What follows belongs to an exercise in optimizing a design on an open flow for small area, a short achievable clock period and few clock cycles; a production flow would make more cautious choices.
In this exercise RTL edits were held to simulation tests only and were not proved equivalent to the original.

## processor
module processor #(
    parameter ROWS        = 256,
    parameter SPIKES      = 16,
    parameter PE_COUNT    = 16,
    parameter WEIGHT_WIDTH = 16,
    parameter ACC_WIDTH   = 16,
    parameter NO_WIDTH    = 8,
    parameter VMEM_WIDTH    = 16,
    parameter THRESH_WIDTH  = 16,
    parameter LEAK_WIDTH    = 16,
    parameter REFRAC_WIDTH  = 4
) (
    input  wire clk,
    input  wire rst_n,
    input  wire                        task_valid,
    output wire                        task_ready,
    input  wire [$clog2(ROWS)-1:0]     task_row_id,
    input  wire [$clog2(ROWS)-1:0]     task_prefix_id,
    input  wire [SPIKES-1:0]           task_pattern,
    output wire [$clog2(SPIKES*PE_COUNT)-1:0] weight_addr,
    input  wire [WEIGHT_WIDTH-1:0] weight_data,
    output wire                    weight_rd_en,
    output wire [$clog2(ROWS)-1:0]     output_rd_addr,
    output wire [$clog2(ROWS)-1:0]     output_wr_addr,
    input  wire [PE_COUNT*ACC_WIDTH-1:0] output_rd_data,
    output wire [PE_COUNT*ACC_WIDTH-1:0] output_wr_data,
    output wire                        output_wr_en,
    input  wire [THRESH_WIDTH-1:0]     cfg_threshold,
    input  wire [LEAK_WIDTH-1:0]       cfg_leak,
    input  wire [VMEM_WIDTH-1:0]       cfg_reset_potential,
    input  wire [REFRAC_WIDTH-1:0]     cfg_refractory,
    input  wire                        lif_enable,
    input  wire                        timestep_end,
    output wire [PE_COUNT-1:0]         spike_out,
    output reg                         spike_valid,
    input  wire [$clog2(PE_COUNT)-1:0] vmem_rd_idx,
    output wire [VMEM_WIDTH-1:0]       vmem_rd_data,
    output wire                        proc_busy,
    output wire                        proc_done
);
    reg [15:0] th_r, nleak_r, rp_r;
    reg        thn_r;
    reg [3:0]  ref_r;
    reg        le_r;
    always @(posedge clk) begin
        th_r    <= cfg_threshold;
        thn_r   <= cfg_threshold[15] & (|cfg_threshold[14:0]);
        nleak_r <= {~cfg_leak[15], cfg_leak[14:0]};
        rp_r    <= cfg_reset_potential;
        ref_r   <= cfg_refractory;
        le_r    <= lif_enable;
    end
    reg  [15:0] rpl_r;
    wire [15:0] rpl_acc;
    wire [15:0] rpl_now;
    reg [3:0] ph;
    reg       first;            
    always @(posedge clk) begin
  ...
For scale: about 42000 cells after synthesis, roughly 5700 flip-flops, ~300000 µm² of cells after synthesis.
==> flow/config.mk <==
export PLATFORM = sky130hd
export DESIGN_NAME = processor
export DESIGN_NICKNAME = processor
export VERILOG_FILES = /design/flow/design.v
export SDC_FILE = /design/flow/constraint.sdc
export NUM_CORES = 8
export LEC_CHECK = 0
export ABC_AREA = 1
export CAP_MARGIN = 40
export CORE_MARGIN = 2
export CORE_UTILIZATION = 55
export CTS_CLUSTER_DIAMETER = 100
export CTS_CLUSTER_SIZE = 26
export PLACE_DENSITY = 0.65
export SETUP_SLACK_MARGIN = 2.0
export SLEW_MARGIN = 40
export TNS_END_PERCENT = 5
==> flow/constraint.sdc <==
create_clock -name core_clock -period 28.0 [get_ports {clk}]
set_input_delay 5.6000 -clock core_clock [delete_from_list [all_inputs] [get_ports {clk}]]
set_output_delay 5.6000 -clock core_clock [all_outputs]
set_load 0.01 [all_outputs]
standard.sh (not shown) runs the stock make flow with config.mk's settings and CLKGATE_MAP_FILE= SYNTH_SCRIPT=/design/flow/synth_recipe.tcl, a recipe that flattens the netlist after the stock synthesis.
==> flow/flow/run.sh <==
#!/bin/bash
set -euo pipefail
bash standard.sh SETUP_SLACK_MARGIN=16.5 MAX_REPAIR_ANTENNAS_ITER_DRT=10 \
  "BUFFER_PORTS_ARGS=-buffer_cell sky130_fd_sc_hd__buf_2" finish > standard_flow.log 2>&1
The first run ran to the end with no violations.
Testbench counts at the start, summed over its fixed seeds: cycles 11,742.
Rerun with:
==> flow/flow/run.sh (replaced) <==
#!/bin/bash
set -euo pipefail
bash standard.sh SETUP_SLACK_MARGIN=15.5 MAX_REPAIR_ANTENNAS_ITER_DRT=10 \
  "BUFFER_PORTS_ARGS=-buffer_cell sky130_fd_sc_hd__buf_2" finish > standard_flow.log 2>&1
Settings changed: CTS_CLUSTER_DIAMETER 100 to 70, CTS_CLUSTER_SIZE 26 to 22, TNS_END_PERCENT 5 to default.
Effect: Die area is unchanged; maximum frequency is about the same; wire length goes up by 0.62%; non-clock buffer count goes up by 108; worst setup slack improves by 0.030 ns; critical path depth goes up by 1; clock skew hardly moves.

========
== run 1 ==
processor, a different RTL version from the one above (not shown whole).
Size: about 5700 flip-flops, roughly 680 I/O pins, about 300000 um^2 of cells after synthesis.
==> flow/config.mk <==
export PLATFORM = sky130hd
export DESIGN_NAME = processor
export DESIGN_NICKNAME = processor
export VERILOG_FILES = /design/flow/design.v
export SDC_FILE = /design/flow/constraint.sdc
export NUM_CORES = 8
export LEC_CHECK = 0
export ABC_AREA = 1
export CAP_MARGIN = 40
export CORE_MARGIN = 2
export CORE_UTILIZATION = 55
export CTS_CLUSTER_DIAMETER = 100
export CTS_CLUSTER_SIZE = 30
export PLACE_DENSITY = 0.65
export SETUP_SLACK_MARGIN = 2.0
export SLEW_MARGIN = 40
==> flow/constraint.sdc <==
create_clock -name core_clock -period 28.0 [get_ports {clk}]
set_input_delay 5.6000 -clock core_clock [delete_from_list [all_inputs] [get_ports {clk}]]
set_output_delay 5.6000 -clock core_clock [all_outputs]
set_load 0.01 [all_outputs]
==> flow/flow/run.sh <==
#!/bin/bash
set -euo pipefail
bash standard.sh SETUP_SLACK_MARGIN=15.5 MAX_REPAIR_ANTENNAS_ITER_DRT=10 \
  "BUFFER_PORTS_ARGS=-buffer_cell sky130_fd_sc_hd__buf_2" finish > standard_flow.log 2>&1
Run 1 reached the final stage; the timing, DRC and antenna checks on its layout passed.
Testbench counts of run 1, summed over its fixed seeds: cycles 12,290.
Here is what was changed in the inputs of run 2 compared with run 1.
# run 1
export LEC_CHECK = 0
export ABC_AREA = 1
export CAP_MARGIN = 40
export CORE_MARGIN = 2
export CORE_UTILIZATION = 55
export CTS_CLUSTER_DIAMETER = 100
export CTS_CLUSTER_SIZE = 30
export PLACE_DENSITY = 0.65
export SETUP_SLACK_MARGIN = 2.0
export SLEW_MARGIN = 40
create_clock -name core_clock -period 28.0 [get_ports {clk}]
# run 2
export LEC_CHECK = 0
export ABC_AREA = 1
export CAP_MARGIN = 40
export CORE_MARGIN = 2
export CORE_UTILIZATION = 55
export PLACE_DENSITY = 0.65
export SETUP_SLACK_MARGIN = 2.0
export SLEW_MARGIN = 40
create_clock -name core_clock -period 28.0 [get_ports {clk}]
==> flow/flow/run.sh <==
#!/bin/bash
set -euo pipefail
bash standard.sh SETUP_SLACK_MARGIN=15 MAX_REPAIR_ANTENNAS_ITER_DRT=10 finish > standard_flow.log 2>&1
==> notes.md <==
- Row routing usage on met2: run 2 higher / run 1 lower
- The pre-CTS setup slack reported for run 2 is smaller than that of run 1 by 0.13 ns.
- Relative to run 1, the clock skew of run 2 is higher by 0.022 ns.

==> static timing again, ports no longer ideal <==
The flow's constraints put no driver on any port. The routed layouts listed below were extracted and timed again, unchanged, in two steps. Step 1 sets driving cells, clkbuf_16 on the clock port and buf_2 on the other inputs (assumed; they add their load-dependent delay and slew). Step 2 also shifts input and output timing later by t, the mid clock arrival at the registers, as if the neighbouring blocks saw the same clock. Three values: no drivers, after step 1, after step 2; two values: the first two.
run	shift t [ns]	setup slack, ns	hold slack, ns	worst setup path at the end
the first run of note 1	1.144	14.961 / 14.774 / 14.774	0.276 / 0.276 / 0.276	input to output
the second run of note 1	1.182	14.990 / 14.787 / 14.787	0.285 / 0.285 / 0.285	input to output
run 1	1.154	14.827 / 14.689 / 14.804	0.274 / 0.274 / 0.274	input to output
run 2	1.232	14.573 / 14.418 / 14.755	0.267 / 0.267 / 0.267	input to output
After both steps every run listed still meets setup and hold. The setup slack of the second run of note 1, which loses most, moves by -0.203 ns with the drivers and by -0.203 ns with both steps.
